Source: an optimization exercise on an open RTL-to-GDS flow (aim: small area, a short achievable clock period and few clock cycles per item). Production flows keep margins and buffers that such runs may drop. No run shown here included a check of the RTL's function; only the layout flow was run. No activity file was given, so power comes from the tool's default toggle rates.

==> flow/design.v, too long to show whole: its modules and the start of the top module <==
// module mult32x32_fast: 1864 lines
// module mfa: 4 lines
// module mha: 4 lines
// module mpg: 4 lines
// module mgpa: 4 lines
// module mgpb: 4 lines
// module mga: 3 lines
// module mgb: 3 lines
// module mencm: 10 lines
// module mencm0: 9 lines
// module mmx: 3 lines
// module menc: 4 lines
// module mbpp: 3 lines
module mult32x32_fast (
    input logic clk,
    input logic reset,
    input logic start,
    input logic [31:0] a,
    input logic [31:0] b,
    output logic busy,
    output logic [63:0] product
);
  // ...
==> flow/flow/run.sh <==
#!/bin/bash
# Own layout flow: the standard synthesis and layout (standard.sh), with two changes:
#  - before floorplanning, every combinational cell of the synthesized netlist is set to
#    the smallest drive strength of its footprint (flow/resize.py); registers are untouched,
#    and the layout's repair steps size cells up again where needed;
#  - ports are buffered with buf_2 instead of the default port buffer.
# Each tool's output goes to a log file in this folder.
set -euo pipefail
R=orfs/results/sky130hd/mult32x32_fast/base
export BUFFER_PORTS_ARGS="-buffer_cell sky130_fd_sc_hd__buf_2"
bash standard.sh synth > synth.log 2>&1
python3 flow/resize.py "$FLOW_HOME/platforms/sky130hd/lib/sky130_fd_sc_hd__tt_025C_1v80.lib" $R/1_2_yosys.v > resize.log 2>&1
touch $R/1_2_yosys.v
bash standard.sh > layout.log 2>&1
==> flow/flow/resize.py <==
#!/usr/bin/env python3
"""Size the combinational cells of the synthesized netlist by the fanout they drive:
each cell gets the variant of its footprint (same function and pins) whose drive suits its
fanout: the smallest for a fanout up to FO1, drive 2 up to FO2, else drive 4.
Flip-flops, latches and tie cells are left as synthesis made them. The layout's own repair
steps size cells again where slew, capacitance or timing need it.
usage: resize.py LIBERTY NETLIST [FO1 FO2]"""
import re, sys, collections
lib, path = sys.argv[1], sys.argv[2]
FO1 = int(sys.argv[3]) if len(sys.argv) > 3 else 5
FO2 = int(sys.argv[4]) if len(sys.argv) > 4 else 12
area, foot, seq, outs = {}, {}, set(), collections.defaultdict(set)
cur = None; pin = None
for line in open(lib):
    m = re.search(r'^\s*cell\s*\(\s*"?(sky130_fd_sc_hd__\w+)"?\s*\)', line)
    if m:
        cur = m.group(1); pin = None; continue
    if cur is None:
        continue
    m = re.search(r'^\s*area\s*:\s*([\d.]+)', line)
    if m: area[cur] = float(m.group(1))
    m = re.search(r'cell_footprint\s*:\s*"([^"]+)"', line)
    if m: foot[cur] = m.group(1)
    if re.search(r'^\s*(ff|latch|statetable)\s*\(', line): seq.add(cur)
    m = re.search(r'^\s*pin\s*\(\s*"?(\w+)"?\s*\)', line)
    if m: pin = m.group(1)
    if pin and re.search(r'direction\s*:\s*"?output', line): outs[cur].add(pin)
fam = collections.defaultdict(list)
for c, f in foot.items():
    if c in seq or "lpflow" in c or "probe" in c or c not in area:
        continue
    fam[f].append(c)
def strength(c):
    m = re.search(r'_(\d+)$', c)
    return int(m.group(1)) if m else 1
for f in fam:
    fam[f].sort(key=lambda c: (strength(c), area[c]))
text = open(path).read()
inst_re = re.compile(r'^(\s*)(sky130_fd_sc_hd__\w+)(\s+)(\S+)(\s*\((.*?)\);)', re.M | re.S)
insts = []
fanout = collections.Counter()
for m in inst_re.finditer(text):
    cell = m.group(2)
    conns = re.findall(r'\.(\w+)\(([^()]*)\)', m.group(6))
    o = [n.strip() for p, n in conns if p in outs.get(cell, ())]
    for p, n in conns:
        if p not in outs.get(cell, ()):
            fanout[n.strip()] += 1
    insts.append((m.start(2), m.end(2), cell, o))
out = []
last = 0
changes = collections.Counter()
for s, e, cell, o in insts:
    new = cell
    if cell not in seq and cell in foot and "conb" not in cell and foot[cell] in fam:
        fo = max([fanout[n] for n in o] + [0])
        want = 0 if fo <= FO1 else (2 if fo <= FO2 else 4)
        vs = fam[foot[cell]]
        ok = [v for v in vs if strength(v) >= want] or [vs[-1]]
        # the smallest area that gives the drive; among equal areas the strongest
        new = min(ok, key=lambda v: (area[v], -strength(v)))
    out.append(text[last:s]); out.append(new); last = e
    if new != cell: changes[(cell, new)] += 1
out.append(text[last:])
open(path, "w").write("".join(out))
for (a, b), n in sorted(changes.items()):
    print(f"{a} -> {b}: {n}")
==> flow/standard.sh <==
#!/bin/bash
# synth_recipe.tcl (not shown) runs the flow's synth.tcl, then flattens the netlist and writes it again
# the make line also repeats each setting of config.mk as NAME=value (left out here)
make -C /OpenROAD-flow-scripts/flow DESIGN_CONFIG=/design/flow/config.mk WORK_HOME=/design/flow/orfs CLKGATE_MAP_FILE= SYNTH_SCRIPT=/design/flow/synth_recipe.tcl "${@:-finish}"
==> flow/config.mk <==
export PLATFORM = sky130hd
export DESIGN_NAME = mult32x32_fast
export DESIGN_NICKNAME = mult32x32_fast
export VERILOG_FILES = /design/flow/design.v
export SDC_FILE = /design/flow/constraint.sdc
export NUM_CORES = 4
export LEC_CHECK = 0
export CAP_MARGIN = 20
export CORE_MARGIN = 2
export CORE_UTILIZATION = 40
export SETUP_SLACK_MARGIN = 4.0
export SLEW_MARGIN = 20
export SYNTH_HIERARCHICAL = 1
export SYNTH_MINIMUM_KEEP_SIZE = 0
export TNS_END_PERCENT = 0
==> flow/constraint.sdc <==
create_clock -name core_clock -period 10.0 [get_ports {clk}]
set_input_delay 2.0000 -clock core_clock [delete_from_list [all_inputs] [get_ports {clk}]]
set_output_delay 2.0000 -clock core_clock [all_outputs]
set_load 0.01 [all_outputs]
==> run_results.csv, run 1 <==
group,metric,value,unit
timing,fin_skew,0.0170,ns
power,internal_power,4.73,mW
power,ir_drop,0.000183,V
finish,drive_above_1_share,15.3,%
critical_path,slowest_stage,"a31oi_2",
critical_path,critPathTopFamily,"adder cells",
detailed_routing,wire_per_inst,24.7,um
clock_tree,cts_max_path_buffers,2,
detailed_routing,vias,16000,
placed_design,placed_cells,2618,
global_routing,use_met2,43.2,%
clock_tree,ctsResizeCount,0,
finish,finalNonFillerCells,2650,
power,powerComb,7.81,mW
hold_path,holdPathStages,1,
synthesis,ys_warn_count,7,
power,power,9.82,mW
floorplanning,start_util,40.6,%
global_routing,grtUsageMet3,4.44,%
finish,n_antenna_cell,0,
timing,slew_violations,0,
floorplanning,core_area,0.0468,mm2
critical_path,worstPathArrival,6.00,ns
outcome,outcome,"no timing/DRC/antenna violations",
power,leakagePower,7.54,nW
detailed_routing,first_pass_iters,9,
==> run 2: changes to the inputs <==
--- a/flow/design.v
+++ b/flow/design.v
@@ -627,57 +627,57 @@
 wire pt25 = a[25] & mt3;
 wire pt26 = a[26] & mt3;
 wire pt27 = a[27] & mt3;
 wire pt28 = a[28] & mt3;
 wire pt29 = a[29] & mt3;
 wire pt30 = a[30] & mt3;
 wire pt31 = a[31] & mt3;
 wire s1, c2;
-mha us1 (.x(acc[0]), .y(neg0), .s(s1), .c(c2));
+mha us1 (.x(neg0), .y(acc[0]), .s(s1), .c(c2));
 wire s3, c4;
 mha us3 (.x(acc[1]), .y(c2), .s(s3), .c(c4));
 wire s5, c6;
-mfa us5 (.x(c4), .y(neg1), .z(acc[2]), .s(s5), .c(c6));
+mfa us5 (.x(c4), .y(acc[2]), .z(neg1), .s(s5), .c(c6));
 wire s7, c8;
-mha us7 (.x(s5), .y(pp0_2), .s(s7), .c(c8));
+mha us7 (.x(pp0_2), .y(pp1_0), .s(s7), .c(c8));
 wire s9, c10;
 mfa us9 (.x(pp0_3), .y(c6), .z(acc[3]), .s(s9), .c(c10));
 wire s11, c12;
 mha us11 (.x(pp1_1), .y(c8), .s(s11), .c(c12));
 wire s13, c14;
-mfa us13 (.x(pp0_4), .y(neg2), .z(acc[4]), .s(s13), .c(c14));
+mfa us13 (.x(pp0_4), .y(acc[4]), .z(neg2), .s(s13), .c(c14));
 wire s15, c16;
 mfa us15 (.x(c10), .y(pp2_0), .z(pp1_2), .s(s15), .c(c16));
 wire s17, c18;
 mha us17 (.x(c12), .y(s13), .s(s17), .c(c18));
 wire s19, c20;
 mfa us19 (.x(pp1_3), .y(pp0_5), .z(acc[5]), .s(s19), .c(c20));
 wire s21, c22;
 mfa us21 (.x(s19), .y(c14), .z(pp2_1), .s(s21), .c(c22));
 wire s23, c24;
 mha us23 (.x(c18), .y(c16), .s(s23), .c(c24));
 wire s25, c26;
-mfa us25 (.x(pp0_6), .y(neg3), .z(acc[6]), .s(s25), .c(c26));
+mfa us25 (.x(pp0_6), .y(acc[6]), .z(neg3), .s(s25), .c(c26));
 wire s27, c28;
 mfa us27 (.x(pp3_0), .y(pp2_2), .z(pp1_4), .s(s27), .c(c28));
 wire s29, c30;
 mfa us29 (.x(s27), .y(s25), .z(c20), .s(s29), .c(c30));
 wire s31, c32;
 mha us31 (.x(c22), .y(s29), .s(s31), .c(c32));
 wire s33, c34;
 mfa us33 (.x(pp1_5), .y(pp0_7), .z(acc[7]), .s(s33), .c(c34));
 wire s35, c36;
 mfa us35 (.x(c26), .y(pp3_1), .z(pp2_3), .s(s35), .c(c36));
 wire s37, c38;
 mfa us37 (.x(s35), .y(s33), .z(c28), .s(s37), .c(c38));
 wire s39, c40;
 mha us39 (.x(c30), .y(c32), .s(s39), .c(c40));
 wire s41, c42;
-mfa us41 (.x(pp0_8), .y(neg4), .z(acc[8]), .s(s41), .c(c42));
+mfa us41 (.x(pp0_8), .y(acc[8]), .z(neg4), .s(s41), .c(c42));
 wire s43, c44;
 mfa us43 (.x(pp3_2), .y(pp2_4), .z(pp1_6), .s(s43), .c(c44));
 wire s45, c46;
 mfa us45 (.x(s41), .y(c34), .z(pp4_0), .s(s45), .c(c46));
 wire s47, c48;
 mfa us47 (.x(s45), .y(c36), .z(s43), .s(s47), .c(c48));
 wire s49, c50;
 mha us49 (.x(c38), .y(c40), .s(s49), .c(c50));
@@ -687,17 +687,17 @@
 mfa us53 (.x(pp4_1), .y(pp3_3), .z(pp2_5), .s(s53), .c(c54));
 wire s55, c56;
 mfa us55 (.x(s51), .y(c44), .z(c42), .s(s55), .c(c56));
 wire s57, c58;
 mfa us57 (.x(s55), .y(c46), .z(s53), .s(s57), .c(c58));
 wire s59, c60;
 mha us59 (.x(c48), .y(s57), .s(s59), .c(c60));
 wire s61, c62;
-mfa us61 (.x(pp0_10), .y(neg5), .z(acc[10]), .s(s61), .c(c62));
+mfa us61 (.x(pp0_10), .y(acc[10]), .z(neg5), .s(s61), .c(c62));
 wire s63, c64;
 mfa us63 (.x(pp3_4), .y(pp2_6), .z(pp1_8), .s(s63), .c(c64));
 wire s65, c66;
 mfa us65 (.x(c52), .y(pp5_0), .z(pp4_2), .s(s65), .c(c66));
 wire s67, c68;
 mfa us67 (.x(s63), .y(s61), .z(c54), .s(s67), .c(c68));
 wire s69, c70;
 mfa us69 (.x(s67), .y(c56), .z(s65), .s(s69), .c(c70));
@@ -711,17 +711,17 @@
 mfa us77 (.x(c64), .y(c62), .z(pp5_1), .s(s77), .c(c78));
 wire s79, c80;
 mfa us79 (.x(c66), .y(s75), .z(s73), .s(s79), .c(c80));
 wire s81, c82;
 mfa us81 (.x(s79), .y(c68), .z(s77), .s(s81), .c(c82));
 wire s83, c84;
 mha us83 (.x(c70), .y(c72), .s(s83), .c(c84));
 wire s85, c86;
-mfa us85 (.x(pp0_12), .y(neg6), .z(acc[12]), .s(s85), .c(c86));
+mfa us85 (.x(pp0_12), .y(acc[12]), .z(neg6), .s(s85), .c(c86));
 wire s87, c88;
 mfa us87 (.x(pp3_6), .y(pp2_8), .z(pp1_10), .s(s87), .c(c88));
 wire s89, c90;
 mfa us89 (.x(pp6_0), .y(pp5_2), .z(pp4_4), .s(s89), .c(c90));
 wire s91, c92;
 mfa us91 (.x(s85), .y(c76), .z(c74), .s(s91), .c(c92));
 wire s93, c94;
 mfa us93 (.x(c78), .y(s89), .z(s87), .s(s93), .c(c94));
@@ -739,17 +739,17 @@
 mfa us105 (.x(s101), .y(c90), .z(c88), .s(s105), .c(c106));
 wire s107, c108;
 mfa us107 (.x(c92), .y(s103), .z(s99), .s(s107), .c(c108));
 wire s109, c110;
 mfa us109 (.x(s107), .y(c94), .z(s105), .s(s109), .c(c110));
 wire s111, c112;
 mha us111 (.x(c96), .y(s109), .s(s111), .c(c112));
 wire s113, c114;
-mfa us113 (.x(pp0_14), .y(neg7), .z(acc[14]), .s(s113), .c(c114));
+mfa us113 (.x(pp0_14), .y(acc[14]), .z(neg7), .s(s113), .c(c114));
 wire s115, c116;
 mfa us115 (.x(pp3_8), .y(pp2_10), .z(pp1_12), .s(s115), .c(c116));
 wire s117, c118;
 mfa us117 (.x(pp6_2), .y(pp5_4), .z(pp4_6), .s(s117), .c(c118));
 wire s119, c120;
 mfa us119 (.x(c102), .y(c100), .z(pp7_0), .s(s119), .c(c120));
 wire s121, c122;
 mfa us121 (.x(s117), .y(s115), .z(s113), .s(s121), .c(c122));
@@ -1184,17 +1184,17 @@
 wire s551, c552;
 mfa us551 (.x(c546), .y(s549), .z(c544), .s(s551), .c(c552));
 wire s553 = ~(pp7_32 ^ pt30);
 wire c554 = pp7_32 | pt30;
 wire s555, c556;
 mha us555 (.x(c550), .y(s553), .s(s555), .c(c556));
 wire s557, c558;
 mfa us557 (.x(c554), .y(pt31), .z(sn7), .s(s557), .c(c558));
-wire [47:0] ra = {c556, s555, c548, s547, c536, s535, c520, s519, c500, s499, c476, s475, c448, s447, c416, s415, c384, c368, c352, c336, c320, c304, c288, c272, c256, c240, c224, c208, c192, c176, c160, c144, c128, c112, c98, c84, s81, c60, c50, s47, s37, c24, s21, s17, s9, pp1_0, s3, s1};
+wire [47:0] ra = {c556, s555, c548, s547, c536, s535, c520, s519, c500, s499, c476, s475, c448, s447, c416, s415, c384, c368, c352, c336, c320, c304, c288, c272, c256, c240, c224, c208, c192, c176, c160, c144, c128, c112, c98, c84, s81, c60, c50, s47, s37, c24, s21, s17, s9, s5, s3, s1};
 wire [47:0] rb = {s557, c552, s551, c542, s541, c528, s527, c510, s509, c488, s487, c462, s461, c432, s431, c400, s399, s383, s367, s351, s335, s319, s303, s287, s271, s255, s239, s223, s207, s191, s175, s159, s143, s127, s111, s97, s83, s71, s59, s49, s39, s31, s23, s15, s11, s7, pp0_1, pp0_0};
 wire ag0, ap0;
 mpg upg0 (.x(hsr[0]), .y(hcr[0]), .g(ag0), .p(ap0));
 wire ag1, ap1;
 mpg upg1 (.x(hsr[1]), .y(hcr[1]), .g(ag1), .p(ap1));
 wire ag2, ap2;
 mpg upg2 (.x(hsr[2]), .y(hcr[2]), .g(ag2), .p(ap2));
 wire ag3, ap3;
@@ -1849,23 +1849,23 @@
 assign sum[46] = ap46 ^ g6_45;
 assign sum[47] = ap47 ^ g6_46;
 always_ff @(posedge clk, posedge reset) begin
 	if (reset) busy <= 1'b0;
 	else busy <= go & (b[31:16] != 16'd0);
 end
 always_ff @(posedge clk) begin
 	if (go | busy) begin
-		hsr <= {c556, s555, c548, s547, c536, s535, c520, s519, c500, s499, c476, s475, c448, s447, c416, s415, c384, c368, c352, c336, c320, c304, c288, c272, c256, c240, c224, c208, c192, c176, c160, c144, c128, c112, c98, c84, s81, c60, c50, s47, s37, c24, s21, s17, s9, pp1_0, s3, s1};
+		hsr <= {c556, s555, c548, s547, c536, s535, c520, s519, c500, s499, c476, s475, c448, s447, c416, s415, c384, c368, c352, c336, c320, c304, c288, c272, c256, c240, c224, c208, c192, c176, c160, c144, c128, c112, c98, c84, s81, c60, c50, s47, s37, c24, s21, s17, s9, s5, s3, s1};
 		hcr <= {s557, c552, s551, c542, s541, c528, s527, c510, s509, c488, s487, c462, s461, c432, s431, c400, s399, s383, s367, s351, s335, s319, s303, s287, s271, s255, s239, s223, s207, s191, s175, s159, s143, s127, s111, s97, s83, s71, s59, s49, s39, s31, s23, s15, s11, s7, pp0_1, pp0_0};
 		two <= busy;
 	end
 	if (busy) L <= sum[15:0];
 end
-assign product = two ? {sum, L} : {16'd0, sum};
+assign product = two ? {sum[47:0], L} : {16'd0, sum[47:0]};
 endmodule
 module mfa (input logic x, input logic y, input logic z, output logic s, output logic c);
 	assign s = x ^ y ^ z;
 	assign c = (x & y) | (x & z) | (y & z);
 endmodule
 module mha (input logic x, input logic y, output logic s, output logic c);
 	assign s = x ^ y;
 	assign c = x & y;
==> flow/flow/run.sh (replaced) <==
#!/bin/bash
# Own layout flow: the standard synthesis and layout (standard.sh), with these changes:
#  - before floorplanning, each combinational cell of the synthesized netlist gets the drive
#    strength its fanout calls for (flow/resize.py): the smallest variant of its footprint for
#    a small fanout, larger ones for large fanouts. Registers are untouched; the layout's repair
#    steps size cells again where slew, capacitance or timing need it;
#  - ports are buffered with buf_2 instead of the default port buffer;
#  - timing repair only sizes cells up and swaps pins (no buffering or cloning), and the
#    repair after global routing is skipped (the repair after clock tree synthesis remains).
# Each tool's output goes to a log file in this folder.
set -euo pipefail
R=orfs/results/sky130hd/mult32x32_fast/base
export BUFFER_PORTS_ARGS="-buffer_cell sky130_fd_sc_hd__buf_2"
export SKIP_INCREMENTAL_REPAIR=1
export SETUP_MOVE_SEQUENCE="sizeup,swap"
bash standard.sh synth > synth.log 2>&1
python3 flow/resize.py "$FLOW_HOME/platforms/sky130hd/lib/sky130_fd_sc_hd__tt_025C_1v80.lib" $R/1_2_yosys.v > resize.log 2>&1
touch $R/1_2_yosys.v
bash standard.sh > layout.log 2>&1
==> flow/config.mk (replaced) <==
export PLATFORM = sky130hd
export DESIGN_NAME = mult32x32_fast
export DESIGN_NICKNAME = mult32x32_fast
export VERILOG_FILES = /design/flow/design.v
export SDC_FILE = /design/flow/constraint.sdc
export NUM_CORES = 4
export LEC_CHECK = 0
export CAP_MARGIN = 20
export CORE_MARGIN = 2
export CORE_UTILIZATION = 40
export CTS_BUF_LIST = sky130_fd_sc_hd__clkbuf_4 sky130_fd_sc_hd__clkbuf_8
export GPL_ROUTABILITY_DRIVEN = 0
export SETUP_SLACK_MARGIN = 4.8
export SLEW_MARGIN = 20
export SYNTH_HIERARCHICAL = 1
export SYNTH_MINIMUM_KEEP_SIZE = 0
export TNS_END_PERCENT = 0
==> run 2 against run 1 <==
Synthesized area did not move. Global-route usage shrank 0.59 points. Routed wire length fell by 1.9%. Combinational power grew 2%. Flip-flop and latch count unchanged. Non-clock buffer count decreased by 3. Clock-buffer cell count is 1 lower.
==> run_results.csv, run 2 <==
group,metric,value,unit
detailed_routing,via_per_inst,6.07,
floorplanning,die-area,0.0493,mm2
floorplanning,fp.dieH,222,um
detailed_routing,drc,0,
synthesis,syn_area_per_cell,10.1,um2
timing,max-slew-margin-rel,39.1,%
finish,fillCellCount,4411,
floorplanning,core_area,0.0468,mm2
timing,setup_violations,0,
synthesis,ys_warn_count,7,
synthesis,synth_area,0.0190,mm2
timing,slew_violations,0,
placed_design,portBuffers,131,
finish,top_regs,"hcr x48, hsr x48, L x16",
clock_tree,clk_pin_slew,0.08,ns
clock_tree,ctsResizeCount,132,
clock_tree,postCtsHoldBufs,0,
outcome,outcome,"no timing/DRC/antenna violations",
timing,setup_tns,0,ns
critical_path,slowest_stage,"fa_1",
critical_path,crit_required,10.19,ns
critical_path,critPathLaunchType,"input port",
critical_path,worstPathArrival,5.54,ns
clock_tree,cts_max_path_buffers,2,
clock_tree,cts_tree,"done",
timing,period_share,53.5,%
synthesis,syn-instance-count,1886,
critical_path,crit_top_cell,"fa_1",
synthesis,syn_nets,2280,
clock_tree,postCtsSetupRepairBufs,0,
critical_path,crit_fanout,18,
detailed_routing,initialDrtViolationCount,1792,
floorplanning,die_w,222,um
global_routing,gr-usage-all-layers,26.0,%
detailed_routing,vias,16100,
detailed_routing,first_pass_iters,6,
detailed_routing,wl,64100,um
placed_design,hpwlAfterDp,50000,um
power,leakagePower,7.61,nW
floorplanning,io_pins,132,
critical_path,critPathTopFamily,"adder cells",
timing,fin_crit,5.35,ns
finish,layout_common_cells,"299 x xnor2_1, 225 x fa_1, 220 x a22oi_1",
finish,drive_above_1_share,19.8,%
global_routing,grt_pass1_vias,16400,
detailed_routing,wire_per_inst,24.2,um
floorplanning,fp-row-count,79,
clock_tree,clock_latency,0.47,ns
floorplanning,start_util,40.6,%
timing,hold_viol,0,
clock_tree,clock_sinks,114,
clock_tree,cts_htree_levels,4,
critical_path,critPathMaxStageDelay,0.55,ns
placed_design,dpl_cell_area,0.0205,mm2
critical_path,end_kind,"register",
finish,syn_to_final_growth,13.6,%
power,powerDensity,456,mW/mm2
critical_path,cp_num_buf_inv,1,
clock_tree,cts_buffers,17,
hold_path,hold_path_class,"reg2reg",
timing,tightest_slew,0.913,ns
power,ir_drop,0.000186,V
finish,final_common_cell,"xnor2_1",
global_routing,grt-ovfl-total,0,
timing,max_freq,0.187,GHz
global_routing,antenna_found_initial,1,
finish,final_cell_area,0.0216,mm2
flow_run,maxCapViolCount,0,
critical_path,worst-setup-path-type,"in2reg",
finish,final_nets,2421,
global_routing,grt_max_degree,62,
global_routing,grt_pass1_wl,98900,um
detailed_routing,ant_nets,0,
timing,fin_skew,0.0289,ns
clock_tree,cts_root_buf,"clkbuf_8",
critical_path,crit_path_cell_trace,"buf_6, nor2_2, a221oi_2, a31oi_4, a22oi_2, xnor2_2, fa_2, fa_1, fa_2, fa_1, fa_1",
run 2: cell types whose count changed in the layout (fill, tap and decap cells not counted), sizes merged:
cell | before | now
clkinv | 8 | 5
inv | 54 | 57
buf | 138 | 135
diode | 0 | 1
clkbuf | 18 | 17
clkinvlp | 3 | 4
run 2: path summary, 6_finish.rpt:
path	endpoint	slack, ns	startpoint	depth (start not counted)
max reg2reg	hcr[33]	4.68	hcr[3]	14
min	L[0]	0.62	hsr[0]	1
max in group asynchronous	busy	8.56	reset	2
min reg2reg	L[0]	0.62	hsr[0]	1
min in group asynchronous	busy	1.34	reset	2
max	hcr[33]	4.65	b[3]	11
run 2: per-layer routing:
metal / GRT usage (%) / wire length [um] / share of wire [%]
met1: 35.3 / 27300 / 43
met2: 41.4 / 28700 / 45
met3: 6.00 / 6140 / 9.6
met4: 7.91 / 1980 / 3.1
met5: 0 / 0 / 0
run 2: layout make-up:
class                      instances  area [um2]  area share [%]
timing repair buffer             135         766            3.55
clock inverter                    15         181           0.841
clock buffer                      17         234            1.08
antenna                            1        2.50          0.0116
tap                              607         759            3.52
inverter                          54         203           0.939
sequential                       114        3420            15.9
multi-input combinational       1705       16000            74.2
run 2: metrics by stage:
step	util [%]	setup slack (ns)	cells	power (mW)	hold slack, ns
6_report	46.2	4.65	2648	9.83	0.618
5_1_grt	46.2	4.46	2648	10.8	0.669
4_1_cts	46.2	4.74	2647	9.75	0.626
3_5_place_dp	43.8	3.84	2615	9.10	0.600
3_3_place_gp	43.8	3.92	2615	8.94	0.576
2_1_floorplan	-	4.62	1886	6.38	0.547
run 2: power by group:
group | total (mW) | leakage [nW] | internal [mW] | switching [mW]
combinational | 7.98 | 6.26 | 3.17 | 4.81
sequential | 1.38 | 1.15 | 1.29 | 0.0892
clock | 0.471 | 0.197 | 0.248 | 0.223
total | 9.83 | 7.61 | 4.71 | 5.12

afterwards: timing with drivers on the ports:
How much do the figures lean on ideal ports? The routed layouts below were timed once more, with nothing changed but the port constraints.
Step 1 (the two cells are an assumption about what drives the block):
set clk [get_ports {clk}]
set_driving_cell -lib_cell sky130_fd_sc_hd__clkbuf_16 $clk
set_driving_cell -lib_cell sky130_fd_sc_hd__buf_2 [delete_from_list [all_inputs] $clk]
Step 2 times the ports against the registers' clock, not the clock port: input delays grow and output delays shrink by t, the midpoint of the rising clock arrivals with the driver on.
a / b / c = ideal / step 1 / step 2; a / b = the first two.
| run | t, ns | slack for setup (ns) | worst setup path at the end |
|---|---|---|---|
| run 1 | 0.476 | 4.175 / 4.183 / 3.716 | input to register |
| run 2 | 0.504 | 4.647 / 4.620 / 4.151 | input to register |
After both steps every run listed still meets setup and hold. The setup slack of run 2, which loses most, moves by -0.027 ns with the drivers and by -0.496 ns with both steps.
